This design comes from an exercise in tuning for a short achievable clock period and few clock cycles on the open sky130 flow, not from production work. Function was checked by simulation only, so behaviour that the tests miss may differ from the original. Power is estimated from default activity; no workload was simulated.

File: flow/design.v
module toplevel(
    input  wire clk,
    input  wire rst,
    output wire [7:0] imem_addr,
    input  wire [7:0] imem_data,
    output wire [7:0] dmem_addr,
    output wire [7:0] dmem_wdata,
    output wire       dmem_we,
    input  wire [7:0] dmem_rdata
);
    reg [7:0] fpc;
    reg [7:0] r0, r1, r2, r3, r4, r5, r6, r7;
    reg [7:0] op_a, op_b;               
    reg [7:0] st_data, st_addr;         
    reg       e_arith, e_sub, e_and, e_or, e_xor, e_load, e_store;
    reg [7:0] e_we;                     
    reg [7:0] w_res;
    reg [7:0] w_we;                     
    wire [7:0] sum   = op_a + op_b;
    wire [7:0] diff  = op_a - op_b;
    wire [7:0] other = ({8{e_and}}  & (op_a & op_b))
                     | ({8{e_or}}   & (op_a | op_b))
                     | ({8{e_xor}}  & (op_a ^ op_b))
                     | ({8{e_load}} & dmem_rdata);
    wire [7:0] res   = ({8{e_arith & ~e_sub}} & sum) | ({8{e_sub}} & diff) | other;
    assign dmem_addr  = st_addr;
    assign dmem_wdata = st_data;
    assign dmem_we    = e_store;
    wire [7:0] q0 = w_we[0] ? w_res : r0;
    wire [7:0] q1 = w_we[1] ? w_res : r1;
    wire [7:0] q2 = w_we[2] ? w_res : r2;
    wire [7:0] q3 = w_we[3] ? w_res : r3;
    wire [7:0] q4 = w_we[4] ? w_res : r4;
    wire [7:0] q5 = w_we[5] ? w_res : r5;
    wire [7:0] q6 = w_we[6] ? w_res : r6;
    wire [7:0] q7 = w_we[7] ? w_res : r7;
    always @(posedge clk or posedge rst) begin
        if (rst) begin
            r0 <= 8'd0; r1 <= 8'd0; r2 <= 8'd0; r3 <= 8'd0;
            r4 <= 8'd0; r5 <= 8'd0; r6 <= 8'd0; r7 <= 8'd0;
        end else begin
            r0 <= q0; r1 <= q1; r2 <= q2; r3 <= q3;
            r4 <= q4; r5 <= q5; r6 <= q6; r7 <= q7;
        end
    end
    wire [7:0] ins = imem_data;
    wire [2:0] f_op = ins[7:5];
    wire [2:0] f_rd = ins[4:2];
    wire [1:0] f_rs = ins[1:0];
    reg [7:0] rd_val, rs_val;
    reg       hit_a, hit_b;
    always @(*) begin
        case (f_rd)
            3'd0: rd_val = q0;
            3'd1: rd_val = q1;
            3'd2: rd_val = q2;
            3'd3: rd_val = q3;
            3'd4: rd_val = q4;
            3'd5: rd_val = q5;
            3'd6: rd_val = q6;
            default: rd_val = q7;
        endcase
        case (f_rs)
            2'd0: rs_val = q0;
            2'd1: rs_val = q1;
            2'd2: rs_val = q2;
            default: rs_val = q3;
        endcase
        hit_a = e_we[f_rd];
        hit_b = e_we[{1'b0, f_rs}];
    end
    wire f_jmp   = (f_op == 3'b111);
    wire f_store = (f_op == 3'b110);
    wire f_sub   = (f_op == 3'b001);
    wire f_wr    = ~f_jmp & ~f_store;
    wire [7:0] a_next = hit_a ? res : rd_val;
    wire [7:0] b_next = hit_b ? res : rs_val;
    always @(posedge clk or posedge rst) begin
        if (rst) begin
            fpc <= 8'd0;
        end else if (f_jmp) begin
            if (!hit_b) fpc <= rs_val;
        end else begin
            fpc <= fpc + 8'd1;
        end
    end
    assign imem_addr = fpc;
    always @(posedge clk) begin
        op_a    <= a_next;
        op_b    <= b_next;
        st_data <= a_next;
        st_addr <= b_next;
        w_res   <= res;
    end
    always @(posedge clk or posedge rst) begin
        if (rst) begin
            e_arith <= 1'b0; e_sub <= 1'b0; e_and <= 1'b0; e_or <= 1'b0;
            e_xor <= 1'b0; e_load <= 1'b0; e_store <= 1'b0;
            e_we <= 8'd0; w_we <= 8'd0;
        end else begin
            e_arith <= (f_op == 3'b000) | f_sub;
            e_sub   <= f_sub;
            e_and   <= (f_op == 3'b010);
            e_or    <= (f_op == 3'b011);
            e_xor   <= (f_op == 3'b100);
            e_load  <= (f_op == 3'b101);
            e_store <= f_store;
            e_we    <= f_wr ? (8'd1 << f_rd) : 8'd0;
            w_we    <= e_we;
        end
    end
endmodule
File: flow/flow/run.sh
#!/bin/bash
# Standard ORFS layout with two changes: the port buffers are inserted as buf_4
# cells instead of the resizer's default choice (a slow delay buffer), and
# synthesis leaves adders to ABC instead of mapping them to full-adder cells.
set -euo pipefail
bash standard.sh "ADDER_MAP_FILE=" "BUFFER_PORTS_ARGS=-buffer_cell sky130_fd_sc_hd__buf_4" finish > standard.log 2>&1
File: flow/standard.sh
#!/bin/bash
# synth_recipe.tcl (not shown) runs the flow's synth.tcl, then flattens the netlist and writes it again
# the make line also repeats each setting of config.mk as NAME=value (left out here)
make -C /OpenROAD-flow-scripts/flow DESIGN_CONFIG=/design/flow/config.mk WORK_HOME=/design/flow/orfs CLKGATE_MAP_FILE= SYNTH_SCRIPT=/design/flow/synth_recipe.tcl "${@:-finish}"
File: flow/config.mk
export PLATFORM = sky130hd
export DESIGN_NAME = toplevel
export DESIGN_NICKNAME = toplevel
export VERILOG_FILES = /design/flow/design.v
export SDC_FILE = /design/flow/constraint.sdc
export NUM_CORES = 4
export LEC_CHECK = 0
export CAP_MARGIN = 20
export CORE_MARGIN = 2
export CORE_UTILIZATION = 40
export PLACE_DENSITY = 0.7
export SETUP_SLACK_MARGIN = 3.5
export SLEW_MARGIN = 20
File: flow/constraint.sdc
create_clock -name core_clock -period 5.0 [get_ports {clk}]
set_input_delay 1.0000 -clock core_clock [delete_from_list [all_inputs] [get_ports {clk}]]
set_output_delay 1.0000 -clock core_clock [all_outputs]
set_load 0.01 [all_outputs]
==> summary.md, run 1 <==
| Metric | Value |
|---|---|
| Run status | finished clean |
| Total number of nets in the final design | 669 |
| Achievable Freq | 500.1 MHz |
| Cell with the most instances after synthesis | sky130_fd_sc_hd__dfrtp_1 |
| Count of H-tree levels built during CTS | 4 |
| Primary FF master, synth | sky130_fd_sc_hd__dfrtp_1 |
| Vias in the first global route | 5036 |
| Number of buffers added by the clock tree synthesis step | 17 |
| Highest fanout seen on the critical path | 6 |
| Clock insertion delay at the later pin of the skew report | 0.41 ns |
| Final estimated routing congestion in global placement | 0.8601 |
| Synth top cells by count | sky130_fd_sc_hd__dfrtp_1, sky130_fd_sc_hd__mux2_2, sky130_fd_sc_hd__nor2_1, sky130_fd_sc_hd__nand2_1, sky130_fd_sc_hd__a21oi_1 |
| Number of antenna violations at the first check in global routing | 0 |
| Vertical die dimension | 126.0 µm |
| Wire length of the first global-routing pass | 28210 µm |
| Sum of routed wire length over all layers | 18020 µm |
| Full die area | 15880 µm² |
| Dpl hpwl | 10850 µm |
| Number of endpoints failing setup at the final stage | 0 |
| Number of warning messages in the yosys log | 1 |
| Kind of capture point of the worst setup path | flip-flop |
| Start-to-end type of the worst setup path | reg2reg |
| DP Area | 6484 µm² |
| Largest buffer count on any clock path | 2 |
| Crit start category | flip-flop |
| Synthesized flop and latch total | 119 |
| Cell Rows | 44 |
| CTS clock-pin slew for the worst setup and hold paths | 0.05 ns |
| Gate Count Post-Synth | 561 |
| Yosys top cell by area | sky130_fd_sc_hd__dfrtp_1 |
| Width of the die | 126.0 µm |
| RSZ-0062 raised after global routing | yes |
| 1st-iter DRT viols | 533 |
| All-layer global routing usage | 0.2280 |
| Post-detailed-route count of antenna-violating nets | 0 |
| Syn Area/Cell | 10.61 µm² |
| R2r setup slk | 3.00 ns |
| Maximum number of pins on one net before global-route repair | 63 |
| Master cell of the clock root buffer | sky130_fd_sc_hd__clkbuf_16 |
| Standby leakage power | 3.578 nW |
| Hold violation total from the final report | 0 |
| Via count normalized by instance count | 5.929 |
| Largest cells by area after synthesis | sky130_fd_sc_hd__dfrtp_1, sky130_fd_sc_hd__mux2_2, sky130_fd_sc_hd__dfxtp_1 |
| Final non-filler cell area | 8188 µm² |
| Number of library cell types mapped by synthesis | 67 |
| Routed wire length per instance | 21.25 µm |
| Post-route clock skew | 0.007851 ns |
| Worst vdd ir | 0.3167 mV |
| Initial cell density of the core | 0.4097 |
| Relative slew slack | 0.4743 |
| Power Density | 607.3 nW/µm² |
| Critical Path AT | 2.26 ns |
| Fin crit share | 0.3999 |
| Placeable Area | 14530 µm² |
| I/O pin total | 43 |
| Sink count of the clock tree | 119 |
| Inserted Diodes | 0 |
| Synth Net Count | 579 |
| Number of pins exceeding their max-slew limit in the final report | 0 |
| Sequential element share of the synthesized area | 0.4799 |
| Critical Path RT | 5.26 ns |
| Final standard cell utilization of the core | 0.5634 |
| Number of synthesized flops with an enable pin | 0 |
| Layout area overhead | 37.51% |
| Total congestion overflow | 0 |
| Worst slew pin tran | 0.7843 ns |
| Share of final-layout standard cells stronger than drive strength 1 | 0.4714 |
| Vias after detailed routing | 5028 |
| Number of port buffers | 42 |
| Setup TNS Final | 0 ns |
| Fraction of synthesized cell area taken by the top area cell type | 0.3992 |
| Clock tree from TritonCTS | done |
| Total standard cell area after synthesis | 5954 µm² |
| Final critical-path required period | 2.000 ns |
| DRC violation count after routing | 0 |
| Number of hold buffers added after CTS | 0 |
| Fillcell total | 1189 |
| Share of synthesized registers carrying an async set or reset | 0.7983 |
| Maximum capacitance violations | 0 |
| Path category of the worst min-delay check | reg2reg |
| Number of search-and-repair iterations in the first detailed-routing pass | 5 |
## routing by layer
| layer | wire length (µm) | vias up | GRT usage |
|---|---|---|---|
| li1 | - | 2224 | - |
| met1 | 7623 | 2552 | 0.3045 |
| met2 | 8851 | 211 | 0.3748 |
| met3 | 1085 | 41 | 0.04163 |
| met4 | 463 | 0 | 0.08080 |
| met5 | 0 | - | 0 |
## power breakdown
part	internal, mW	total, mW	switching, mW	leakage (nW)
Sequential	1.38	1.71	0.329	1.40
Clock	0.695	1.10	0.401	0.268
Combinational	1.13	2.17	1.04	1.91
Total	3.20	4.97	1.77	3.58
## worst paths after layout
| check | to | startpoint | depth (start not counted) |
|---|---|---|---|
| max | w_res[7] | st_addr[3] | 7 |
| min | w_we[2] | e_we[2] | 0 |
| max reg2reg | w_res[7] | st_addr[3] | 7 |
| min reg2reg | w_we[2] | e_we[2] | 0 |
| max in group asynchronous | fpc[5] | rst | 3 |
| min in group asynchronous | r5[2] | rst | 2 |
## per-stage QoR
stage,instances,hold WS (ns),worst slack (ns),total power [mW]
2_1_floorplan,561,0.3488,2.734,2.794
3_3_place_gp,752,0.3526,2.048,3.221
3_5_place_dp,752,0.3728,2.029,3.278
4_1_cts,833,0.3863,2.966,4.766
5_1_grt,848,0.4119,2.951,5.229
6_report,848,0.4035,3.000,4.972
## area by class of cell
cell class / instances / area, µm² / area share
Multi-Input combinational cell: 385 / 3253 / 0.3973
Sequential cell: 119 / 2929 / 0.3577
Timing Repair Buffer: 106 / 1125 / 0.1374
Clock buffer: 28 / 516.7 / 0.06311
Tap cell: 184 / 230.2 / 0.02812
Inverter: 21 / 108.9 / 0.01329
Clock inverter: 4 / 20.02 / 0.002445
Timing Repair inverter: 1 / 5.005 / 0.0006112
## critical path, stage by stage (launching register included)
cell                      delay (ns)
sky130_fd_sc_hd__dfxtp_4        0.37
sky130_fd_sc_hd__xnor2_2        0.25
sky130_fd_sc_hd__or4b_4         0.49
sky130_fd_sc_hd__a21oi_2        0.15
sky130_fd_sc_hd__o21ai_1        0.10
sky130_fd_sc_hd__and3_1         0.17
sky130_fd_sc_hd__o21ai_2        0.18
sky130_fd_sc_hd__nand3_1        0.14
## timing repair
| item | in CTS | in global routing |
|---|---|---|
| gates cloned | 4 | 1 |
| gates resized for setup | 124 | 36 |
| setup endpoints to repair | 122 | 121 |
| setup buffers | 45 | 14 |
| pin swaps | 17 | 24 |
## registers in the layout, indices dropped and copies added, names as in the netlist
signal   flops
e_arith      1
w_we         8
r7           8
st_addr      8
e_or         1
e_sub        1
r3           8
r6           8
r2           8
r1           8
e_store      1
e_and        1
e_xor        1
e_load       1
e_we         8
r4           8
r5           8
w_res        8
fpc          8
st_data      8
r0           8
## cell usage in the layout (no fill, tap or decap), types with 8 or more instances in the layout
cell                        instances
sky130_fd_sc_hd__mux4_2            12
sky130_fd_sc_hd__mux2i_1           11
sky130_fd_sc_hd__a21oi_2           11
sky130_fd_sc_hd__mux2_4            13
sky130_fd_sc_hd__dfrtp_2           11
sky130_fd_sc_hd__a21oi_1           23
sky130_fd_sc_hd__nor2_1            50
sky130_fd_sc_hd__clkbuf_16         18
sky130_fd_sc_hd__buf_4             61
sky130_fd_sc_hd__dfrtp_1           84
sky130_fd_sc_hd__mux2_2            50
sky130_fd_sc_hd__buf_6             33
sky130_fd_sc_hd__dfxtp_4           15
sky130_fd_sc_hd__nand2b_1           8
sky130_fd_sc_hd__inv_1             14
sky130_fd_sc_hd__nand2_1           32
sky130_fd_sc_hd__dfxtp_1            8
sky130_fd_sc_hd__o21ai_0           19
## kinds of logic after synthesis
logic type / Yosys count / synth area share
AND/OR/NAND/NOR: 150 / 0.1183
AO/OA/AOI/OAI: 126 / 0.1395
flip-flops: 119 / 0.4799
multiplexers: 90 / 0.1897
buffers and inverters: 57 / 0.04013
XOR/XNOR: 12 / 0.02017
adder cells (fa/ha/maj): 7 / 0.01219
Testbench counts, summed over its fixed seeds: cycles 49,571.
==> run 2: changes to the inputs <==
--- a/flow/config.mk
+++ b/flow/config.mk
@@ -9,4 +9,3 @@
 export CORE_MARGIN = 2
-export CORE_UTILIZATION = 40
-export PLACE_DENSITY = 0.7
+export CORE_UTILIZATION = 65
 export SETUP_SLACK_MARGIN = 3.5
==> run 2 against run 1 <==
The flow now stops in 5_1_grt; area after synthesis unchanged; synthesized cell count did not move.
==> summary.md, run 2 <==
| Metric | Value |
|---|---|
| Synthesized flop and latch total | 119 (unchanged) |
| Master cell of the clock root buffer | sky130_fd_sc_hd__clkbuf_8 |
| Gate Count Post-Synth | 561 (unchanged) |
| Vertical die dimension | 99.71 µm (-21%) |
| Number of buffers added by the clock tree synthesis step | 17 (unchanged) |
| Sink count of the clock tree | 119 (unchanged) |
| Number of warning messages in the yosys log | 1 (unchanged) |
| Fraction of synthesized cell area taken by the top area cell type | 0.3992 (unchanged) |
| Number of synthesized flops with an enable pin | 0 (unchanged) |
| Synth Net Count | 579 (unchanged) |
| Number of port buffers | 42 (unchanged) |
| Final estimated routing congestion in global placement | 0.9730 (+13%) |
| Synth top cells by count | sky130_fd_sc_hd__dfrtp_1, sky130_fd_sc_hd__mux2_2, sky130_fd_sc_hd__nor2_1, sky130_fd_sc_hd__nand2_1, sky130_fd_sc_hd__a21oi_1 |
| Largest cells by area after synthesis | sky130_fd_sc_hd__dfrtp_1, sky130_fd_sc_hd__mux2_2, sky130_fd_sc_hd__dfxtp_1 |
| Primary FF master, synth | sky130_fd_sc_hd__dfrtp_1 |
| Width of the die | 99.71 µm (-21%) |
| Count of H-tree levels built during CTS | 4 (unchanged) |
| Cell Rows | 34 (-23%) |
| Share of synthesized registers carrying an async set or reset | 0.7983 (unchanged) |
| Worst endpoint kind after the last repair | output port |
| Error message | [ERROR DPL-0038] Utilization greater than 100%, impossible to legalize |
| Dpl hpwl | 10340 µm (-4.7%) |
| Maximum number of pins on one net before global-route repair | 58 |
| Number of library cell types mapped by synthesis | 67 (unchanged) |
| I/O pin total | 43 (unchanged) |
| Total standard cell area after synthesis | 5954 µm² (unchanged) |
| Syn Area/Cell | 10.61 µm² (unchanged) |
| Largest buffer count on any clock path | 2 (unchanged) |
| Sequential element share of the synthesized area | 0.4799 (unchanged) |
| Stage reached | 5_1_grt |
| GRT repair_timing worst endpoint | dmem_wdata[0] |
| Cell with the most instances after synthesis | sky130_fd_sc_hd__dfrtp_1 |
| Initial cell density of the core | 0.6762 (+0.2665) |
| Number of hold buffers added after CTS | 0 (unchanged) |
| Yosys top cell by area | sky130_fd_sc_hd__dfrtp_1 |
| Run status | did not finish |
run 2: cell counts after synthesis:
No cell type changed its count.
run 2: how the worst min path moves through the flow:
stage	from	end	slack (ns)
3_5_place_dp	e_we[4]	w_we[4]	0.37
4_1_cts	e_we[4]	w_we[4]	0.38
2_1_floorplan	e_we[6]	w_we[6]	0.35
3_3_place_gp	e_we[7]	w_we[7]	0.35
run 2: power groups by stage:
stage	Sequential [mW]	Clock, mW	Combinational [mW]
floorplan	1.58	0	1.21
global placement	1.67	0	1.52
detailed placement	1.70	0	1.57
CTS	1.68	1.21	2.29
run 2: kinds of logic after synthesis:
| family | synth area share |
|---|---|
| AO/OA/AOI/OAI | 0.1395 |
| XOR/XNOR | 0.02017 |
| adder cells (fa/ha/maj) | 0.01219 |
| buffers and inverters | 0.04013 |
| flip-flops | 0.4799 |
| multiplexers | 0.1897 |
| AND/OR/NAND/NOR | 0.1183 |
run 2: timing repair:
item,CTS
resized for setup,157
pin swaps,40
endpoints found under the setup margin,115
gates cloned,3
setup buffers,76
run 2: per-stage QoR:
stage	cell area (µm²)	setup WS, ns	cells	hold slack, ns
2_1_floorplan	6276	2.734	561	0.3488
3_3_place_gp	6389	2.096	676	0.3529
3_5_place_dp	6389	2.044	676	0.3654
4_1_cts	8254	2.942	787	0.3782
==> run 3: changes to the inputs <==
--- a/flow/config.mk
+++ b/flow/config.mk
@@ -9,3 +9,3 @@
 export CORE_MARGIN = 2
-export CORE_UTILIZATION = 65
+export CORE_UTILIZATION = 55
 export SETUP_SLACK_MARGIN = 3.5
==> run 3 against run 2 <==
The run now finishes clean; synthesized cell count unchanged; area after synthesis unchanged.
==> summary.md, run 3 <==
| Metric | Value |
|---|---|
| Highest fanout seen on the critical path | 2 |
| Number of pins exceeding their max-slew limit in the final report | 0 |
| Achievable Freq | 472.9 MHz |
| Layer with the highest usage after global routing | met2 |
| Commonest cells after routing, fill and taps aside | sky130_fd_sc_hd__buf_4, sky130_fd_sc_hd__dfrtp_1, sky130_fd_sc_hd__nor2_1 |
| Master cell of the clock root buffer | sky130_fd_sc_hd__clkbuf_8 |
| Post-detailed-route count of antenna-violating nets | 0 |
| Share of final-layout standard cells stronger than drive strength 1 | 0.5136 |
| Number of port buffers | 42 (unchanged) |
| Syn Area/Cell | 10.61 µm² (unchanged) |
| Total standard cell area after synthesis | 5954 µm² (unchanged) |
| All-layer global routing usage | 0.3335 |
| Sum of routed wire length over all layers | 19380 µm |
| Cell with the most instances after synthesis | sky130_fd_sc_hd__dfrtp_1 |
| Proportion of synthesized area in mux cells | 0.1897 (unchanged) |
| Maximum capacitance violations | 0 |
| Initial cell density of the core | 0.5717 (-0.1045) |
| Critical Path RT | 4.00 ns |
| Routed wire length per instance | 23.21 µm |
| Setup TNS Final | 0 ns |
| Worst reg2reg startpoint | st_data[4] |
| Share of synthesized registers carrying an async set or reset | 0.7983 (unchanged) |
| Total congestion overflow | 0 |
| Sequential cell area in the final layout | 2923 µm² |
| Total number of nets in the final design | 704 |
| RSZ-0062 raised after global routing | yes |
| Number of synthesized flops with an enable pin | 0 (unchanged) |
| Sequential element share of the synthesized area | 0.4799 (unchanged) |
| Maximum number of pins on one net before global-route repair | 55 |
| Met1 global-route usage | 0.4518 |
| Hold Path End | w_we[7] |
| Placeable Area | 10420 µm² |
| Most common library cell in the layout ignoring fill and taps | sky130_fd_sc_hd__buf_4 |
| Power Density | 640.1 nW/µm² |
| Run status | finished clean |
| DRC violation count after routing | 0 |
| Primary FF master, synth | sky130_fd_sc_hd__dfrtp_1 |
| Full die area | 11670 µm² |
| Cell Rows | 37 (+8.8%) |
| Dpl hpwl | 10740 µm (+3.8%) |
| Kind of capture point of the worst setup path | output port |
| Relative slew slack | 0.5670 |
| R2r setup slk | 2.89 ns |
| Multi-input gate area | 3385 µm² |
| Dominant combinational cell family by area after synthesis | multiplexers |
| Number of warning messages in the yosys log | 1 (unchanged) |
| Inserted Diodes | 0 |
| Final critical-path required period | 2.115 ns |
| Path category of the worst min-delay check | reg2reg |
| Count of H-tree levels built during CTS | 4 (unchanged) |
| Crit start category | flip-flop |
| Worst min-delay path startpoint | e_we[7] |
| Final Worst Setup Slack | 2.885 ns |
| Number of antenna violations at the first check in global routing | 0 |
| Start-to-end type of the worst setup path | reg2out |
| Vias after detailed routing | 5248 |
| I/O pin total | 43 (unchanged) |
| Clock insertion delay at the later pin of the skew report | 0.52 ns |
| Critical Path AT | 1.11 ns |
| Worst vdd ir | 0.3635 mV |
| Via count normalized by instance count | 6.285 |
| Clock tree from TritonCTS | done |
| Synthesized flop and latch total | 119 (unchanged) |
| Synth Net Count | 579 (unchanged) |
| Final estimated routing congestion in global placement | 0.8877 (-8.8%) |
| Hold violation total from the final report | 0 |
| Fraction of synthesized cell area taken by the top area cell type | 0.3992 (unchanged) |
| GRT met3 Usage | 0.07776 |
| Number of search-and-repair iterations in the first detailed-routing pass | 8 |
| Worst hold path depth | 0 |
| Post-Synth XOR/XNOR Area | 0.02017 (unchanged) |
| Compound-cell area share of the yosys netlist | 0.1395 (unchanged) |
| Global-route met2 utilization | 0.5252 |
| Width of the die | 108.1 µm (+8.4%) |
| Sink count of the clock tree | 119 (unchanged) |
| Gate Count Post-Synth | 561 (unchanged) |
| Simple-gate share of the synthesized area | 0.1183 (unchanged) |
| CTS clock-pin slew for the worst setup and hold paths | 0.06 ns |
| Worst slew pin tran | 0.6482 ns |
| Largest buffer count on any clock path | 2 (unchanged) |
| Standby leakage power | 3.783 nW |
| Layout area overhead | 43.83% |
| Minimum setup slack after placement | 1.983 ns (-0.06080 ns) |
| Number of library cell types mapped by synthesis | 67 (unchanged) |
| Synth top cells by count | sky130_fd_sc_hd__dfrtp_1, sky130_fd_sc_hd__mux2_2, sky130_fd_sc_hd__nor2_1, sky130_fd_sc_hd__nand2_1, sky130_fd_sc_hd__a21oi_1 |
| Vias in the first global route | 5208 |
| 1st-iter DRT viols | 478 |
| Yosys top cell by area | sky130_fd_sc_hd__dfrtp_1 |
| Fillcell total | 572 |
| Fin crit share | 0.4229 |
| Worst reg-to-reg path cell count | 8 |
| Worst R2R End | st_addr[7] |
| Number of endpoints failing setup at the final stage | 0 |
| Adder and majority cell fraction of the synthesized area | 0.01219 (unchanged) |
| Post-route clock skew | 0.01083 ns |
| Wire length of the first global-routing pass | 28910 µm |
| Vertical die dimension | 108.1 µm (+8.4%) |
| Number of buffers added by the clock tree synthesis step | 17 (unchanged) |
| Largest cells by area after synthesis | sky130_fd_sc_hd__dfrtp_1, sky130_fd_sc_hd__mux2_2, sky130_fd_sc_hd__dfxtp_1 |
run 3: cell counts after synthesis:
No cell type changed its count.
run 3: area by class of cell:
class                           instances  share of cell area
Inverter                               21             0.01242
Timing Repair inverter                  1           0.0008766
Sequential cell                       119              0.3413
Multi-Input combinational cell        385              0.3952
Clock inverter                         13             0.01709
Tap cell                              136             0.01987
Timing Repair Buffer                  141              0.1617
Clock buffer                           19             0.05157
run 3: power by group:
group | total (mW) | switching (mW) | internal (mW)
combinational | 2.58 | 1.22 | 1.36
sequential | 1.69 | 0.319 | 1.37
clock | 1.20 | 0.466 | 0.739
run 3: routing by layer:
metal | vias to the layer above | routed length (µm)
met5 | - | 0
met4 | 0 | 453
li1 | 2291 | -
met1 | 2657 | 8154
met3 | 51 | 1361
met2 | 249 | 9409
run 3: what timing repair did:
item	CTS	global route
hold buffers	0	0
resized for setup	139	40
setup endpoints to repair	113	113
pin swaps	40	21
cloned	2	0
setup buffers	76	21
run 3: cells by family (layout without fill, tap and decap cells):
| kind of cell | count (synthesis) | after routing |
|---|---|---|
| AND/OR/NAND/NOR | 150 | 150 |
| AO/OA/AOI/OAI | 126 | 126 |
| flip-flops | 119 | 119 |
| multiplexers | 90 | 90 |
| buffers and inverters | 57 | 195 |
| XOR/XNOR | 12 | 12 |
| adder cells (fa/ha/maj) | 7 | 7 |
run 3: worst max-delay path by stage:
stage / cells past startpoint / endpoint / start / slack (ns)
after floorplan: 5 / fpc[7] / imem_data[0] / 2.73
after CTS: 1 / imem_addr[0] / fpc[0] / 2.93
after global routing: 8 / st_addr[7] / st_addr[2] / 2.85
after global placement: 5 / st_data[7] / imem_data[2] / 2.07
after detailed placement: 5 / st_data[0] / imem_data[2] / 1.98
final: 2 / dmem_addr[2] / st_addr[2] / 2.89
run 3: per-stage QoR:
stage,std cells,instance area (µm²),hold slack (ns),power (mW),utilization
6_report,835,8564,0.3780,5.482,0.8222
5_1_grt,835,8564,0.3908,5.698,0.8222
4_1_cts,814,8208,0.3773,5.090,0.7880
3_5_place_dp,704,6424,0.3566,3.277,0.6167
3_3_place_gp,704,6424,0.3546,3.223,0.6167
2_1_floorplan,561,6276,0.3488,2.794,-
run 3: critical path: stages (launching register included):
cell                      delay [ns]
sky130_fd_sc_hd__dfxtp_4        0.35
sky130_fd_sc_hd__buf_4          0.14
sky130_fd_sc_hd__buf_6          0.11
==> run 4: changes to the inputs <==
--- a/flow/config.mk
+++ b/flow/config.mk
@@ -9,4 +9,4 @@
 export CORE_MARGIN = 2
-export CORE_UTILIZATION = 55
-export SETUP_SLACK_MARGIN = 3.5
+export CORE_UTILIZATION = 40
+export SETUP_SLACK_MARGIN = 5.0
 export SLEW_MARGIN = 20
==> run 4 against run 3 <==
Clock-buffer cell count rose by 5; synthesized cell count did not move; fmax rose by 6.4%; register-to-register slack improved by 0.13 ns; sequential share of layout area fell by 5.1 points; critical endpoint is now st_addr[5]; largest cell class unchanged; largest power group unchanged; highest routed layer unchanged.
==> summary.md, run 4 <==
| Metric | Value |
|---|---|
| Combinational share of power | 0.470 (about the same) |
| Number of library cell types mapped by synthesis | 67 (unchanged) |
| Vias in the first global route | 5536 (+6.3%) |
| Number of warning messages in the yosys log | 1 (unchanged) |
| Cell Rows | 44 (+19%) |
| Simple-gate share of the synthesized area | 0.1183 (unchanged) |
| Clock insertion delay at the later pin of the skew report | 0.42 ns (-0.10 ns) |
| Full die area | 15880 µm² (+36%) |
| Proportion of synthesized area in mux cells | 0.1897 (unchanged) |
| Worst path cell trace | nor2b_4 -> maj3_2 -> a221oi_2 -> nor2_1 -> xor2_1 -> a221oi_4 -> mux2i_1 |
| I/O pin total | 43 (unchanged) |
| Dominant combinational cell family by area after synthesis | multiplexers |
| Number of antenna violations at the first check in global routing | 0 (unchanged) |
| Kind of capture point of the worst setup path | flip-flop |
| Achievable Freq | 503.0 MHz (+6.4%) |
| Count of H-tree levels built during CTS | 4 (unchanged) |
| Switch share | 0.3578 (-0.008754) |
| All-layer global routing usage | 0.2749 (-0.05861) |
| Relative slew slack | 0.5768 (+0.009829) |
| Yosys top cell by area | sky130_fd_sc_hd__dfrtp_1 |
| Post-detailed-route count of antenna-violating nets | 0 (unchanged) |
| Most common library cell in the layout ignoring fill and taps | sky130_fd_sc_hd__buf_4 |
| Cell Int Power | 3.614 mW (+4.1%) |
| Final non-filler cell area | 10110 µm² (+18%) |
| Start-to-end type of the worst setup path | reg2reg |
| CP Buf/Inv Count | 0 (-2) |
| Largest buffer count on any clock path | 2 (unchanged) |
| Number of buffers added by the clock tree synthesis step | 17 (unchanged) |
| Share of synthesized registers carrying an async set or reset | 0.7983 (unchanged) |
| Compound-cell area share of the yosys netlist | 0.1395 (unchanged) |
| Number of port buffers | 42 (unchanged) |
| Initial cell density of the core | 0.4097 (-0.1620) |
| Routed wire length per instance | 23.67 µm (+2.0%) |
| Width of the die | 126.0 µm (+17%) |
| Sum of routed wire length over all layers | 22610 µm (+17%) |
| Layout area overhead | 69.87% |
| R2r setup slk | 3.01 ns (+0.13 ns) |
| Worst slew pin tran | 0.6335 ns (-0.01471 ns) |
| Number of search-and-repair iterations in the first detailed-routing pass | 5 (-3) |
| Setup TNS Final | 0 ns (unchanged) |
| Final estimated routing congestion in global placement | 0.8970 (+1.0%) |
| Critical Path AT | 2.27 ns (+1.16 ns) |
| Hold violation total from the final report | 0 (unchanged) |
| Primary FF master, synth | sky130_fd_sc_hd__dfrtp_1 |
| Highest fanout seen on the critical path | 5 (+3) |
| Total number of nets in the final design | 776 (+10%) |
| Sink count of the clock tree | 119 (unchanged) |
| Cell family with the largest share of critical-path delay | compound AO/OA/AOI/OAI gates |
| Maximum capacitance violations | 0 (unchanged) |
| Inserted Diodes | 0 (unchanged) |
| DP Area | 6754 µm² (+5.1%) |
| Maximum number of pins on one net before global-route repair | 18 (-67%) |
| Synthesized flop and latch total | 119 (unchanged) |
| Fraction of synthesized cell area taken by the top area cell type | 0.3992 (unchanged) |
| Total standard cell area after synthesis | 5954 µm² (unchanged) |
| Sequential share of power | 0.314 (+0.005) |
| Adder and majority cell fraction of the synthesized area | 0.01219 (unchanged) |
| Sequential element share of the synthesized area | 0.4799 (unchanged) |
| 1st-iter DRT viols | 502 (+5.0%) |
| Crit start category | flip-flop |
| Path category of the worst min-delay check | reg2reg |
| Slowest cell on the critical path | sky130_fd_sc_hd__a221oi_4 |
| Instance count after placement with tap cells included | 753 (+7.0%) |
| Largest cells by area after synthesis | sky130_fd_sc_hd__dfrtp_1, sky130_fd_sc_hd__mux2_2, sky130_fd_sc_hd__dfxtp_1 |
| Dpl hpwl | 11450 µm (+6.7%) |
| Vias after detailed routing | 5639 (+7.5%) |
| Cell with the most instances after synthesis | sky130_fd_sc_hd__dfrtp_1 |
| Gate Count Post-Synth | 561 (unchanged) |
| Via count normalized by instance count | 5.905 (-6.1%) |
| Number of hold buffers added after CTS | 0 (unchanged) |
| Critical Path RT | 5.29 ns (+1.29 ns) |
| Wire length of the first global-routing pass | 33010 µm (+14%) |
| Master cell of the clock root buffer | sky130_fd_sc_hd__clkbuf_16 |
| RSZ-0062 raised after global routing | yes |
| Placeable Area | 14530 µm² (+40%) |
| Final Instance Count excl. Fillers | 955 (+14%) |
| Share of final-layout standard cells stronger than drive strength 1 | 0.5759 (+0.06228) |
| Number of pins exceeding their max-slew limit in the final report | 0 (unchanged) |
| Power Density | 556.4 nW/µm² (-13%) |
| Clock tree from TritonCTS | done |
| Post-route clock skew | 0.008131 ns (-0.002695 ns) |
| Syn Area/Cell | 10.61 µm² (unchanged) |
| Run status | finished clean |
| Longest individual stage delay on the worst path | 0.37 ns (+0.02 ns) |
| Synth Net Count | 579 (unchanged) |
| Fin crit share | 0.3976 (-0.02533) |
| Switching power total | 2.014 mW (+0.21%) |
| CTS clock-pin slew for the worst setup and hold paths | 0.06 ns (about the same) |
| Standby leakage power | 4.541 nW (+20%) |
| Post-Synth XOR/XNOR Area | 0.02017 (unchanged) |
| Vertical die dimension | 126.0 µm (+17%) |
| DRC violation count after routing | 0 (unchanged) |
| Commonest cells after routing, fill and taps aside | sky130_fd_sc_hd__buf_4, sky130_fd_sc_hd__buf_6, sky130_fd_sc_hd__dfrtp_1 |
| Worst vdd ir | 0.3556 mV (-2.2%) |
| Number of endpoints failing setup at the final stage | 0 (unchanged) |
| Total congestion overflow | 0 (unchanged) |
| Final critical-path required period | 1.988 ns (-0.1267 ns) |
| Number of synthesized flops with an enable pin | 0 (unchanged) |
| Synth top cells by count | sky130_fd_sc_hd__dfrtp_1, sky130_fd_sc_hd__mux2_2, sky130_fd_sc_hd__nor2_1, sky130_fd_sc_hd__nand2_1, sky130_fd_sc_hd__a21oi_1 |
| Clock group share of total power | 0.216 (-0.004) |
## run 4: metal layers
layer / track usage / part of all wire
met4: 0.1125 / 0.035
met3: 0.05480 / 0.064
met2: 0.4317 / 0.48
met5: 0 / 0
met1: 0.3749 / 0.42
## run 4: logic make-up after synthesis
| kind of cell | after synthesis |
|---|---|
| AOI/OAI and AO/OA | 126 |
| muxes | 90 |
| buffers and inverters | 57 |
| DFF | 119 |
| adders and majority gates | 7 |
| xor gates and xnor gates | 12 |
| and+or+nand+nor | 150 |
## run 4: final timing paths
check | depth (start not counted) | endpoint | startpoint
worst max-delay path | 7 | st_addr[5] | st_addr[0]
worst min-delay path | 0 | w_we[7] | e_we[7]
worst max register to register | 7 | st_addr[5] | st_addr[0]
worst min register to register | 0 | w_we[7] | e_we[7]
max in group asynchronous | 6 | e_load | rst
min in group asynchronous | 5 | w_we[7] | rst
## run 4: area by class of cell
type,instances,area [µm²]
Clock buffer,24,491.7
Clock inverter,8,95.09
Fill cell,958,4419
Inverter,21,131.4
Multi-Input combinational cell,385,3621
Sequential cell,119,2940
Tap cell,184,230.2
Timing Repair Buffer,214,2605
## run 4: worst register-to-register path, delay by kind of cell (launching register included)
kind            cells  cell delay (ns)
fa+ha+maj           1             0.35
flops               1             0.36
xor+xnor            1             0.17
compound gates      2             0.62
mux                 1             0.13
simple gates        2             0.23
## run 4: repair_timing
item,in CTS,in global routing
pin swaps,50,46
gates resized for setup,208,69
buffers inserted,114,38
setup endpoints to repair,239,239
cloned,18,0
## run 4: power by group through the flow
stage | clock network [mW] | registers (mW) | logic (mW)
6_report | 1.22 | 1.77 | 2.64
5_1_grt | 1.27 | 1.80 | 2.79
4_1_cts | 1.21 | 1.74 | 2.33
3_5_place_dp | 0 | 1.75 | 1.72
3_3_place_gp | 0 | 1.74 | 1.69
2_1_floorplan | 0 | 1.62 | 1.34
## run 4: through the flow
step / setup slack [ns] / power [mW] / hold slack [ns] / utilization
3_5_place_dp: 1.980 / 3.470 / 0.3740 / 0.4647
3_3_place_gp: 1.985 / 3.427 / 0.3727 / 0.4647
2_1_floorplan: 2.734 / 2.957 / 0.3488 / -
4_1_cts: 2.988 / 5.290 / 0.3808 / 0.6568
5_1_grt: 2.944 / 5.866 / 0.3910 / 0.6959
6_report: 3.012 / 5.628 / 0.3979 / 0.6959
==> run 5: changes to the inputs <==
--- a/flow/config.mk
+++ b/flow/config.mk
@@ -10,3 +10,3 @@
 export CORE_UTILIZATION = 40
-export SETUP_SLACK_MARGIN = 5.0
+export SETUP_SLACK_MARGIN = 4.5
 export SLEW_MARGIN = 20
==> run 5 against run 4 <==
Die area unchanged; global-route usage unchanged; core utilization unchanged; sequential share of layout area did not move; cell count is the same; sequential power barely moved; routed wire length is the same; via count did not move.
==> summary.md, run 5 <==
| Metric | Value |
|---|---|
| Fraction of synthesized cell area taken by the top area cell type | 0.3992 (unchanged) |
| Sequential element share of the synthesized area | 0.4799 (unchanged) |
| Kind of capture point of the worst setup path | flip-flop |
| Gate Count Post-Synth | 561 (unchanged) |
| Start-to-end type of the worst setup path | reg2reg |
| Syn Area/Cell | 10.61 µm² (unchanged) |
| Final critical-path required period | 1.988 ns (unchanged) |
| Largest buffer count on any clock path | 2 (unchanged) |
| Most common library cell in the layout ignoring fill and taps | sky130_fd_sc_hd__buf_4 |
| Cell with the most instances after synthesis | sky130_fd_sc_hd__dfrtp_1 |
| Largest cells by area after synthesis | sky130_fd_sc_hd__dfrtp_1, sky130_fd_sc_hd__mux2_2, sky130_fd_sc_hd__dfxtp_1 |
| Power, Total | 5.628 mW (unchanged) |
| Longest individual stage delay on the worst path | 0.37 ns (about the same) |
| Total congestion overflow | 0 (unchanged) |
| Number of synthesized flops with an enable pin | 0 (unchanged) |
| Sum of routed wire length over all layers | 22610 µm (unchanged) |
| Number of library cell types mapped by synthesis | 67 (unchanged) |
| Worst vdd ir | 0.3556 mV (unchanged) |
| Synthesized flop and latch total | 119 (unchanged) |
| CP Buf/Inv Count | 0 (unchanged) |
| Full die area | 15880 µm² (unchanged) |
| Placeable Area | 14530 µm² (unchanged) |
| Cell Rows | 44 (unchanged) |
| Number of hold buffers added after CTS | 0 (unchanged) |
| Number of warning messages in the yosys log | 1 (unchanged) |
| Primary FF master, synth | sky130_fd_sc_hd__dfrtp_1 |
| Maximum number of pins on one net before global-route repair | 18 (unchanged) |
| Final estimated routing congestion in global placement | 0.8970 (unchanged) |
| Fin crit share | 0.3976 (unchanged) |
| Worst slew pin tran | 0.6335 ns (unchanged) |
| Synth Net Count | 579 (unchanged) |
| Clock tree from TritonCTS | done |
| Number of buffers added by the clock tree synthesis step | 17 (unchanged) |
| Smallest hold slack | 0.3979 ns (unchanged) |
| Count of H-tree levels built during CTS | 4 (unchanged) |
| CTS clock-pin slew for the worst setup and hold paths | 0.06 ns (about the same) |
| Yosys top cell by area | sky130_fd_sc_hd__dfrtp_1 |
| Critical Path AT | 2.27 ns (about the same) |
| Number of pins exceeding their max-slew limit in the final report | 0 (unchanged) |
| Wire length of the first global-routing pass | 33010 µm (unchanged) |
| Worst path cell trace | nor2b_4 -> maj3_2 -> a221oi_2 -> nor2_1 -> xor2_1 -> a221oi_4 -> mux2i_1 |
| Sink count of the clock tree | 119 (unchanged) |
| Slowest cell on the critical path | sky130_fd_sc_hd__a221oi_4 |
| Synth top cells by count | sky130_fd_sc_hd__dfrtp_1, sky130_fd_sc_hd__mux2_2, sky130_fd_sc_hd__nor2_1, sky130_fd_sc_hd__nand2_1, sky130_fd_sc_hd__a21oi_1 |
| Setup TNS Final | 0 ns (unchanged) |
| RSZ-0062 raised after global routing | yes |
| Share of synthesized registers carrying an async set or reset | 0.7983 (unchanged) |
| Achievable Freq | 503.0 MHz (unchanged) |
| Initial cell density of the core | 0.4097 (unchanged) |
| Total number of nets in the final design | 776 (unchanged) |
| 1st-iter DRT viols | 502 (unchanged) |
| Number of port buffers | 42 (unchanged) |
| Via count normalized by instance count | 5.905 (unchanged) |
| Commonest cells after routing, fill and taps aside | sky130_fd_sc_hd__buf_4, sky130_fd_sc_hd__buf_6, sky130_fd_sc_hd__dfrtp_1 |
| DRC violation count after routing | 0 (unchanged) |
| Instance count after placement with tap cells included | 753 (unchanged) |
| Routed wire length per instance | 23.67 µm (unchanged) |
| Number of antenna violations at the first check in global routing | 0 (unchanged) |
| Power Density | 556.4 nW/µm² (unchanged) |
| Hold violation total from the final report | 0 (unchanged) |
| Maximum capacitance violations | 0 (unchanged) |
| Final Instance Count excl. Fillers | 955 (unchanged) |
| Total standard cell area after synthesis | 5954 µm² (unchanged) |
| Post-route clock skew | 0.008131 ns (unchanged) |
| Master cell of the clock root buffer | sky130_fd_sc_hd__clkbuf_16 |
| Relative slew slack | 0.5768 (unchanged) |
| Standby leakage power | 4.541 nW (unchanged) |
| Post-detailed-route count of antenna-violating nets | 0 (unchanged) |
| Fillcell total | 958 (unchanged) |
| Vias after detailed routing | 5639 (unchanged) |
| Share of final-layout standard cells stronger than drive strength 1 | 0.5759 (unchanged) |
| Layout area overhead | 69.87% (unchanged) |
| Critical Path RT | 5.29 ns (about the same) |
| Vertical die dimension | 126.0 µm (unchanged) |
| All-layer global routing usage | 0.2749 (unchanged) |
| Width of the die | 126.0 µm (unchanged) |
| Clock insertion delay at the later pin of the skew report | 0.42 ns (about the same) |
| Cell family with the largest share of critical-path delay | compound AO/OA/AOI/OAI gates |
| Vias in the first global route | 5536 (unchanged) |
| Number of endpoints failing setup at the final stage | 0 (unchanged) |
| Path category of the worst min-delay check | reg2reg |
| Highest fanout seen on the critical path | 5 (unchanged) |
| Inserted Diodes | 0 (unchanged) |
| Number of search-and-repair iterations in the first detailed-routing pass | 5 (unchanged) |
| Dpl hpwl | 11450 µm (unchanged) |
| Run status | finished clean |
| Crit start category | flip-flop |
| I/O pin total | 43 (unchanged) |
==> run 5: cell counts in the layout (fill, tap and decap cells not counted) <==
Identical to the previous run, type by type.
==> run 5: final timing paths <==
kind                       slack [ns]  startpoint  cells after the start          to
max                              3.01  st_addr[0]                      7  st_addr[5]
min                              0.40     e_we[7]                      0     w_we[7]
max reg2reg                      3.01  st_addr[0]                      7  st_addr[5]
min reg2reg                      0.40     e_we[7]                      0     w_we[7]
max in group asynchronous        3.98         rst                      6      e_load
min in group asynchronous        0.81         rst                      5     w_we[7]
==> run 5: power by group <==
part / switching (mW) / total [mW] / internal, mW / leakage [nW]
clock: 0.433 / 1.22 / 0.783 / 0.294
combinational: 1.19 / 2.64 / 1.45 / 2.86
sequential: 0.386 / 1.77 / 1.38 / 1.39
==> run 5: per-layer routing <==
| layer | wire length (µm) | vias to the layer above | global-route usage | share of wire |
|---|---|---|---|---|
| met4 | 789 | 0 | 0.1125 | 0.035 |
| met2 | 10930 | 263 | 0.4317 | 0.48 |
| met3 | 1442 | 60 | 0.05480 | 0.064 |
| met5 | 0 | - | 0 | 0 |
| li1 | - | 2446 | - | - |
| met1 | 9447 | 2870 | 0.3749 | 0.42 |
==> run 5: what timing repair did <==
item | 4_1_cts | 5_1_grt
setup endpoints to repair | 237 | 238
gates cloned | 18 | 0
gates resized for setup | 208 | 69
pin swaps | 50 | 46
buffers inserted | 114 | 38
==> run 5: layout make-up <==
type	instances	area (µm²)	share of cell area
Multi-Input combinational cell	385	3621	0.3580
Sequential cell	119	2940	0.2907
Timing Repair Buffer	214	2605	0.2575
Clock buffer	24	491.7	0.04861
Tap cell	184	230.2	0.02276
Inverter	21	131.4	0.01299
Clock inverter	8	95.09	0.009401
==> run 5: per-stage QoR <==
step,cell area (µm²),setup WS [ns],utilization
floorplan,6613,2.734,-
global placement,6754,1.985,0.4647
detailed placement,6754,1.980,0.4647
CTS,9545,2.988,0.6568
global route,10110,2.944,0.6959
finish,10110,3.012,0.6959
==> run 5: kinds of logic (layout without fill, tap and decap cells) <==
family	after synthesis	in the layout	share of synthesized area
simple gates	150	150	0.1183
compound gates	126	126	0.1395
flops	119	119	0.4799
mux	90	90	0.1897
buf+inv	57	267	0.04013
xor+xnor	12	12	0.02017
fa+ha+maj	7	7	0.01219
==> run 5: worst reg2reg max path, stage by stage, from the launching register on <==
cell                       delay [ns]
sky130_fd_sc_hd__dfxtp_4         0.36
sky130_fd_sc_hd__nor2b_4         0.13
sky130_fd_sc_hd__maj3_2          0.35
sky130_fd_sc_hd__a221oi_2        0.25
sky130_fd_sc_hd__nor2_1          0.10
sky130_fd_sc_hd__xor2_1          0.17
sky130_fd_sc_hd__a221oi_4        0.37
sky130_fd_sc_hd__mux2i_1         0.13
==> run 6: changes to the inputs <==
--- a/flow/config.mk
+++ b/flow/config.mk
@@ -10,3 +10,3 @@
 export CORE_UTILIZATION = 40
-export SETUP_SLACK_MARGIN = 4.5
+export SETUP_SLACK_MARGIN = 4.0
 export SLEW_MARGIN = 20
==> run 6 against run 5 <==
Still clean on timing, DRC and antenna; clock-buffer cell count decreased by 1; area after synthesis is the same; first-iteration DRC count down 1.8%; sequential share of layout area is 3.2 points higher; non-clock buffer count fell by 59; clock power about the same; design area shrank 10%; critical endpoint is now st_addr[6]; largest cell class unchanged.
==> summary.md, run 6 <==
| Metric | Value |
|---|---|
| Run status | finished clean |
| Achievable Freq | 504.0 MHz (+0.20%) |
| Yosys top cell by area | sky130_fd_sc_hd__dfrtp_1 |
| Clock insertion delay at the later pin of the skew report | 0.42 ns (about the same) |
| Critical Path RT | 5.31 ns (+0.02 ns) |
| Largest cells by area after synthesis | sky130_fd_sc_hd__dfrtp_1, sky130_fd_sc_hd__mux2_2, sky130_fd_sc_hd__dfxtp_1 |
| Share of final-layout standard cells stronger than drive strength 1 | 0.5329 (-0.04301) |
| CTS clock-pin slew for the worst setup and hold paths | 0.05 ns (about the same) |
| Via count normalized by instance count | 5.846 (-0.99%) |
| Cell with the most instances after synthesis | sky130_fd_sc_hd__dfrtp_1 |
| Sum of routed wire length over all layers | 19490 µm (-14%) |
| Final Worst Setup Slack | 3.016 ns (+0.004060 ns) |
| Post-detailed-route count of antenna-violating nets | 0 (unchanged) |
| Number of pins exceeding their max-slew limit in the final report | 0 (unchanged) |
| Sequential element share of the synthesized area | 0.4799 (unchanged) |
| Instance count after placement with tap cells included | 752 (-0.13%) |
| Number of search-and-repair iterations in the first detailed-routing pass | 5 (unchanged) |
| Simple-gate share of the synthesized area | 0.1183 (unchanged) |
| Number of endpoints failing setup at the final stage | 0 (unchanged) |
| Compound-cell area share of the yosys netlist | 0.1395 (unchanged) |
| Width of the die | 126.0 µm (unchanged) |
| Worst reg2reg startpoint | st_data[1] |
| Start-to-end type of the worst setup path | reg2reg |
| Worst vdd ir | 0.3911 mV (+10%) |
| Fraction of synthesized cell area taken by the top area cell type | 0.3992 (unchanged) |
| Vertical die dimension | 126.0 µm (unchanged) |
| RSZ-0062 raised after global routing | yes |
| Full die area | 15880 µm² (unchanged) |
| Total standard cell area after synthesis | 5954 µm² (unchanged) |
| Relative slew slack | 0.5027 (-0.07410) |
| Synth top cells by count | sky130_fd_sc_hd__dfrtp_1, sky130_fd_sc_hd__mux2_2, sky130_fd_sc_hd__nor2_1, sky130_fd_sc_hd__nand2_1, sky130_fd_sc_hd__a21oi_1 |
| Gate Count Post-Synth | 561 (unchanged) |
| Initial cell density of the core | 0.4097 (unchanged) |
| Final estimated routing congestion in global placement | 0.8610 (-4.0%) |
| Total number of nets in the final design | 720 (-7.2%) |
| Post-route clock skew | 0.007105 ns (-0.001026 ns) |
| Power Density | 595.3 nW/µm² (+7.0%) |
| Dpl hpwl | 11150 µm (-2.6%) |
| Maximum capacitance violations | 0 (unchanged) |
| Proportion of synthesized area in mux cells | 0.1897 (unchanged) |
| Post-Synth XOR/XNOR Area | 0.02017 (unchanged) |
| I/O pin total | 43 (unchanged) |
| Minimum setup slack after placement | 1.988 ns (+0.008290 ns) |
| Number of port buffers | 42 (unchanged) |
| Crit start category | flip-flop |
| DRC violation count after routing | 0 (unchanged) |
| Adder and majority cell fraction of the synthesized area | 0.01219 (unchanged) |
| Inserted Diodes | 0 (unchanged) |
| Final critical-path required period | 1.984 ns (-0.004060 ns) |
| Cell Rows | 44 (unchanged) |
| Master cell of the clock root buffer | sky130_fd_sc_hd__clkbuf_16 |
| Maximum number of pins on one net before global-route repair | 47 (+29) |
| Fin crit share | 0.3968 (-0.0008120) |
| Standby leakage power | 4.008 nW (-12%) |
| Number of synthesized flops with an enable pin | 0 (unchanged) |
| Highest fanout seen on the critical path | 7 (+2) |
| Number of warning messages in the yosys log | 1 (unchanged) |
| Commonest cells after routing, fill and taps aside | sky130_fd_sc_hd__dfrtp_1, sky130_fd_sc_hd__buf_4, sky130_fd_sc_hd__buf_6 |
| Number of library cell types mapped by synthesis | 67 (unchanged) |
| All-layer global routing usage | 0.2387 (-0.03617) |
| Critical Path AT | 2.29 ns (+0.02 ns) |
| Layout area overhead | 52.83% |
| Setup TNS Final | 0 ns (unchanged) |
| Fillcell total | 1133 (+18%) |
| Most common library cell in the layout ignoring fill and taps | sky130_fd_sc_hd__dfrtp_1 |
| Primary FF master, synth | sky130_fd_sc_hd__dfrtp_1 |
| Final Instance Count excl. Fillers | 899 (-5.9%) |
| Number of buffers added by the clock tree synthesis step | 17 (unchanged) |
| Number of antenna violations at the first check in global routing | 0 (unchanged) |
| Worst min-delay path startpoint | e_we[4] |
| Wire length of the first global-routing pass | 29140 µm (-12%) |
| Hold violation total from the final report | 0 (unchanged) |
| Worst slew pin tran | 0.7444 ns (+0.1109 ns) |
| Path category of the worst min-delay check | reg2reg |
| Vias after detailed routing | 5256 (-6.8%) |
| Clock tree from TritonCTS | done |
| Placeable Area | 14530 µm² (unchanged) |
| Synthesized flop and latch total | 119 (unchanged) |
| Dominant combinational cell family by area after synthesis | multiplexers |
| Kind of capture point of the worst setup path | flip-flop |
| Sink count of the clock tree | 119 (unchanged) |
| Routed wire length per instance | 21.68 µm (-8.4%) |
| Count of H-tree levels built during CTS | 4 (unchanged) |
| Critical path origin | st_data[1] |
| Largest buffer count on any clock path | 2 (unchanged) |
| Total congestion overflow | 0 (unchanged) |
| Vias in the first global route | 5258 (-5.0%) |
| Syn Area/Cell | 10.61 µm² (unchanged) |
| Share of synthesized registers carrying an async set or reset | 0.7983 (unchanged) |
| Synth Net Count | 579 (unchanged) |
| 1st-iter DRT viols | 493 (-1.8%) |
run 6: cell counts after synthesis:
No cell type changed its count.
run 6: per-stage QoR:
| step | power (mW) | hold slack [ns] | cell area [µm²] | utilization |
|---|---|---|---|---|
| 3_5_place_dp | 3.316 | 0.3619 | 6566 | 0.4518 |
| 3_3_place_gp | 3.261 | 0.3668 | 6566 | 0.4518 |
| 6_report | 5.417 | 0.3728 | 9100 | 0.6261 |
| 2_1_floorplan | 2.829 | 0.3488 | 6377 | - |
| 5_1_grt | 5.687 | 0.3879 | 9100 | 0.6261 |
| 4_1_cts | 5.033 | 0.3750 | 8478 | 0.5833 |
run 6: per-layer routing:
| layer | track usage | share of wire |
|---|---|---|
| met5 | 0 | 0 |
| met4 | 0.07498 | 0.022 |
| met3 | 0.04503 | 0.050 |
| met2 | 0.3858 | 0.48 |
| met1 | 0.3275 | 0.45 |
run 6: worst paths after layout:
| path | slack [ns] | end | depth (start not counted) |
|---|---|---|---|
| worst min register to register | 0.37 | w_we[4] | 0 |
| min in group asynchronous | 0.60 | r5[2] | 2 |
| max in group asynchronous | 4.02 | fpc[0] | 3 |
| worst max register to register | 3.02 | st_addr[6] | 8 |
| worst max-delay path | 3.02 | st_addr[6] | 8 |
| worst min-delay path | 0.37 | w_we[4] | 0 |
run 6: what timing repair did:
item,in CTS,in global routing
buffers inserted,81,27
gates cloned,6,1
pin swaps,35,41
resized for setup,148,83
hold buffers,0,0
setup endpoints to repair,229,157
run 6: layout make-up:
| type | count | area (µm²) | share of cell area |
|---|---|---|---|
| clock inverter | 9 | 122.6 | 0.01347 |
| timing repair inverter | 3 | 22.52 | 0.002475 |
| tap | 184 | 230.2 | 0.02530 |
| clock buffer | 23 | 478.0 | 0.05252 |
| sequential | 119 | 2933 | 0.3223 |
| multi-input combinational | 385 | 3501 | 0.3847 |
| inverter | 21 | 117.6 | 0.01292 |
| timing repair buffer | 155 | 1695 | 0.1863 |
run 6: cell families after synthesis:
| logic type | after synthesis |
|---|---|
| flip-flops | 119 |
| XOR/XNOR | 12 |
| buffers and inverters | 57 |
| multiplexers | 90 |
| adder cells (fa/ha/maj) | 7 |
| AND/OR/NAND/NOR | 150 |
| AO/OA/AOI/OAI | 126 |
run 6: where the power goes:
group          leakage [nW]  internal [mW]  switching, mW
sequential             1.39           1.38          0.332
clock                 0.297          0.817          0.423
combinational          2.32           1.33           1.13
run 6: critical path, stage by stage, from the launching register on:
cell and delay [ns]:
sky130_fd_sc_hd__dfxtp_4 0.40, sky130_fd_sc_hd__inv_1 0.08, sky130_fd_sc_hd__maj3_2 0.36, sky130_fd_sc_hd__a21o_1 0.20, sky130_fd_sc_hd__buf_6 0.12, sky130_fd_sc_hd__a21oi_4 0.20, sky130_fd_sc_hd__buf_4 0.14, sky130_fd_sc_hd__o311a_1 0.26
sky130_fd_sc_hd__a21oi_1 0.09
==> run 7: changes to the inputs <==
--- a/flow/config.mk
+++ b/flow/config.mk
@@ -10,2 +10,4 @@
 export CORE_UTILIZATION = 40
+export CTS_CLUSTER_DIAMETER = 150
+export CTS_CLUSTER_SIZE = 60
 export SETUP_SLACK_MARGIN = 4.0
==> run 7 against run 6 <==
Clock skew is the same; area after synthesis is the same; design area is the same; highest routed layer unchanged.
==> summary.md, run 7 <==
| Metric | Value |
|---|---|
| Run status | finished clean |
| Power Density | 595.3 nW/µm² (unchanged) |
| Worst min-delay path startpoint | e_we[4] |
| Number of port buffers | 42 (unchanged) |
| Synth top cells by count | sky130_fd_sc_hd__dfrtp_1, sky130_fd_sc_hd__mux2_2, sky130_fd_sc_hd__nor2_1, sky130_fd_sc_hd__nand2_1, sky130_fd_sc_hd__a21oi_1 |
| Synthesized flop and latch total | 119 (unchanged) |
| Dpl hpwl | 11150 µm (unchanged) |
| Share of synthesized registers carrying an async set or reset | 0.7983 (unchanged) |
| Number of pins exceeding their max-slew limit in the final report | 0 (unchanged) |
| Sequential element share of the synthesized area | 0.4799 (unchanged) |
| Vias in the first global route | 5258 (unchanged) |
| Final estimated routing congestion in global placement | 0.8610 (unchanged) |
| Worst vdd ir | 0.3911 mV (unchanged) |
| Largest cells by area after synthesis | sky130_fd_sc_hd__dfrtp_1, sky130_fd_sc_hd__mux2_2, sky130_fd_sc_hd__dfxtp_1 |
| Number of buffers added by the clock tree synthesis step | 17 (unchanged) |
| Worst path cell trace | inv_1 -> maj3_2 -> a21o_1 -> buf_6 -> a21oi_4 -> buf_4 -> o311a_1 -> a21oi_1 |
| Share of final-layout standard cells stronger than drive strength 1 | 0.5329 (unchanged) |
| Cell with the most instances after synthesis | sky130_fd_sc_hd__dfrtp_1 |
| 1st-iter DRT viols | 493 (unchanged) |
| Vias after detailed routing | 5256 (unchanged) |
| Count of H-tree levels built during CTS | 4 (unchanged) |
| Worst slew pin tran | 0.7444 ns (unchanged) |
| CP Buf/Inv Count | 3 (unchanged) |
| Master cell of the clock root buffer | sky130_fd_sc_hd__clkbuf_16 |
| Primary FF master, synth | sky130_fd_sc_hd__dfrtp_1 |
| Final Instance Count excl. Fillers | 899 (unchanged) |
| Fin crit share | 0.3968 (unchanged) |
| Smallest hold slack | 0.3728 ns (unchanged) |
| Final critical-path required period | 1.984 ns (unchanged) |
| Number of antenna violations at the first check in global routing | 0 (unchanged) |
| Maximum number of pins on one net before global-route repair | 47 (unchanged) |
| Inserted Diodes | 0 (unchanged) |
| Number of synthesized flops with an enable pin | 0 (unchanged) |
| Worst reg2reg startpoint | st_data[1] |
| Post-detailed-route count of antenna-violating nets | 0 (unchanged) |
| CTS clock-pin slew for the worst setup and hold paths | 0.05 ns (about the same) |
| Vertical die dimension | 126.0 µm (unchanged) |
| R2r setup slk | 3.02 ns (about the same) |
| Layout area overhead | 52.83% (unchanged) |
| Number of logic stages on the critical path including buffering | 8 (unchanged) |
| Initial cell density of the core | 0.4097 (unchanged) |
| Width of the die | 126.0 µm (unchanged) |
| Commonest cells after routing, fill and taps aside | sky130_fd_sc_hd__dfrtp_1, sky130_fd_sc_hd__buf_4, sky130_fd_sc_hd__buf_6 |
| Yosys top cell by area | sky130_fd_sc_hd__dfrtp_1 |
| Fraction of synthesized cell area taken by the top area cell type | 0.3992 (unchanged) |
| Path category of the worst min-delay check | reg2reg |
| Start-to-end type of the worst setup path | reg2reg |
| Longest individual stage delay on the worst path | 0.40 ns (about the same) |
| Slowest cell on the critical path | sky130_fd_sc_hd__dfxtp_4 |
| Cell family with the largest share of critical-path delay | compound AO/OA/AOI/OAI gates |
| Number of hold buffers added after CTS | 0 (unchanged) |
| Largest buffer count on any clock path | 2 (unchanged) |
| Most common library cell in the layout ignoring fill and taps | sky130_fd_sc_hd__dfrtp_1 |
| Placeable Area | 14530 µm² (unchanged) |
| Wire length of the first global-routing pass | 29140 µm (unchanged) |
| Achievable Freq | 504.0 MHz (unchanged) |
| Total standard cell area after synthesis | 5954 µm² (unchanged) |
| Post-route clock skew | 0.007105 ns (unchanged) |
| Worst R2R End | st_addr[6] |
| Number of endpoints failing setup at the final stage | 0 (unchanged) |
| Setup TNS Final | 0 ns (unchanged) |
| RSZ-0062 raised after global routing | yes |
| Standby leakage power | 4.008 nW (unchanged) |
| Total number of nets in the final design | 720 (unchanged) |
| Sink count of the clock tree | 119 (unchanged) |
| Number of warning messages in the yosys log | 1 (unchanged) |
| Relative slew slack | 0.5027 (unchanged) |
| Kind of capture point of the worst setup path | flip-flop |
| Number of library cell types mapped by synthesis | 67 (unchanged) |
| Total congestion overflow | 0 (unchanged) |
| Via count normalized by instance count | 5.846 (unchanged) |
| Clock tree from TritonCTS | done |
| Fillcell total | 1133 (unchanged) |
| Worst hold path depth | 0 (unchanged) |
| Cell Rows | 44 (unchanged) |
| All-layer global routing usage | 0.2387 (unchanged) |
| Number of search-and-repair iterations in the first detailed-routing pass | 5 (unchanged) |
| Instance count after placement with tap cells included | 752 (unchanged) |
| Hold Path End | w_we[4] |
| I/O pin total | 43 (unchanged) |
| Gate Count Post-Synth | 561 (unchanged) |
| Crit start category | flip-flop |
| Clock insertion delay at the later pin of the skew report | 0.42 ns (about the same) |
| Highest fanout seen on the critical path | 7 (unchanged) |
| Sum of routed wire length over all layers | 19490 µm (unchanged) |
| DRC violation count after routing | 0 (unchanged) |
| Critical Path AT | 2.29 ns (about the same) |
| Routed wire length per instance | 21.68 µm (unchanged) |
| Maximum capacitance violations | 0 (unchanged) |
| Full die area | 15880 µm² (unchanged) |
| Syn Area/Cell | 10.61 µm² (unchanged) |
| Worst reg-to-reg path cell count | 8 (unchanged) |
| Synth Net Count | 579 (unchanged) |
| Critical Path RT | 5.31 ns (about the same) |
| Hold violation total from the final report | 0 (unchanged) |
==> run 7: cell counts after synthesis <==
Identical to the previous run, type by type.
==> run 7: final cells by class <==
| cell class | instances | area (µm²) | share of cell area |
|---|---|---|---|
| well taps | 184 | 230.2 | 0.02530 |
| repair buffers | 155 | 1695 | 0.1863 |
| multi-input cells | 385 | 3501 | 0.3847 |
| clock buffers | 23 | 478.0 | 0.05252 |
| inverters | 21 | 117.6 | 0.01292 |
| repair inverters | 3 | 22.52 | 0.002475 |
| clock inverters | 9 | 122.6 | 0.01347 |
| flip-flops and latches | 119 | 2933 | 0.3223 |
==> run 7: power breakdown <==
| group | switching, mW | internal, mW | total [mW] |
|---|---|---|---|
| logic | 1.13 | 1.33 | 2.46 |
| registers | 0.332 | 1.38 | 1.71 |
| clock network | 0.423 | 0.817 | 1.24 |
==> run 7: metrics by stage <==
step	setup WS [ns]	area, µm²	utilization	total power [mW]
6_report	3.016	9100	0.6261	5.417
5_1_grt	2.917	9100	0.6261	5.687
4_1_cts	3.024	8478	0.5833	5.033
3_5_place_dp	1.988	6566	0.4518	3.316
3_3_place_gp	2.040	6566	0.4518	3.261
2_1_floorplan	2.734	6377	-	2.829
==> run 7: timing repair <==
item	4_1_cts	5_1_grt
gates resized for setup	148	83
setup buffers	81	27
endpoints found under the setup margin	229	157
cloned	6	1
pin swaps	35	41
==> run 7: worst max path at each step <==
stage | slack (ns) | to | from
finish | 3.02 | st_addr[6] | st_data[1]
global route | 2.92 | st_addr[6] | dmem_rdata[6]
CTS | 3.02 | st_addr[3] | st_addr[0]
detailed placement | 1.99 | st_data[7] | imem_data[2]
global placement | 2.04 | st_data[7] | imem_data[2]
floorplan | 2.73 | fpc[7] | imem_data[0]
==> run 7: kinds of logic (layout without fill, tap and decap cells) <==
group | after synthesis | count (layout) | synth area share
and+or+nand+nor | 150 | 150 | 0.1183
AOI/OAI and AO/OA | 126 | 126 | 0.1395
DFF | 119 | 119 | 0.4799
muxes | 90 | 90 | 0.1897
buffers and inverters | 57 | 211 | 0.04013
xor gates and xnor gates | 12 | 12 | 0.02017
adders and majority gates | 7 | 7 | 0.01219
==> run 7: metal layers <==
| metal | up-vias | global-route usage | wire length, µm |
|---|---|---|---|
| met2 | 186 | 0.3858 | 9391 |
| met1 | 2710 | 0.3275 | 8698 |
| met4 | 0 | 0.07498 | 425 |
| li1 | 2325 | - | - |
| met3 | 35 | 0.04503 | 976 |
| met5 | - | 0 | 0 |

## what the ideal ports hide
How much do the figures lean on ideal ports? The routed layouts below were timed once more, with nothing changed but the port constraints. Step 1 sets driving cells, clkbuf_16 on the clock port and buf_2 on the other inputs (assumed; they add their load-dependent delay and slew). Step 2 adds t to the input delays and takes it off the output delays; t is the mean of the earliest and latest rising clock arrival at the registers after step 1. Input paths then give back, and output paths get back, about the clock's delay inside the block. a / b / c = ideal ports / drivers / drivers and shift; a / b = the first two.
run | t (ns) | setup slack, ns | hold slack, ns | slew at the worst register clock pin (ns) | cell pins on the clock port's net
run 1 | 0.449 | 3.000 / 2.925 / 2.476 | 0.403 / 0.403 / 0.403 | 0.05 / 0.05 | 1
run 3 | 0.554 | 2.885 / 2.850 / 2.477 | 0.378 / 0.378 / 0.378 | 0.06 / 0.06 | 1
run 4 | 0.458 | 3.012 / 2.880 / 2.423 | 0.398 / 0.398 / 0.398 | 0.06 / 0.06 | 1
run 5 | 0.458 | 3.012 / 2.880 / 2.423 | 0.398 / 0.398 / 0.398 | 0.06 / 0.06 | 1
run 6 | 0.458 | 3.016 / 2.912 / 2.455 | 0.373 / 0.373 / 0.373 | 0.06 / 0.06 | 1
run 7 | 0.458 | 3.016 / 2.912 / 2.455 | 0.373 / 0.373 / 0.373 | 0.06 / 0.06 | 1
After both steps every run listed still meets setup and hold.
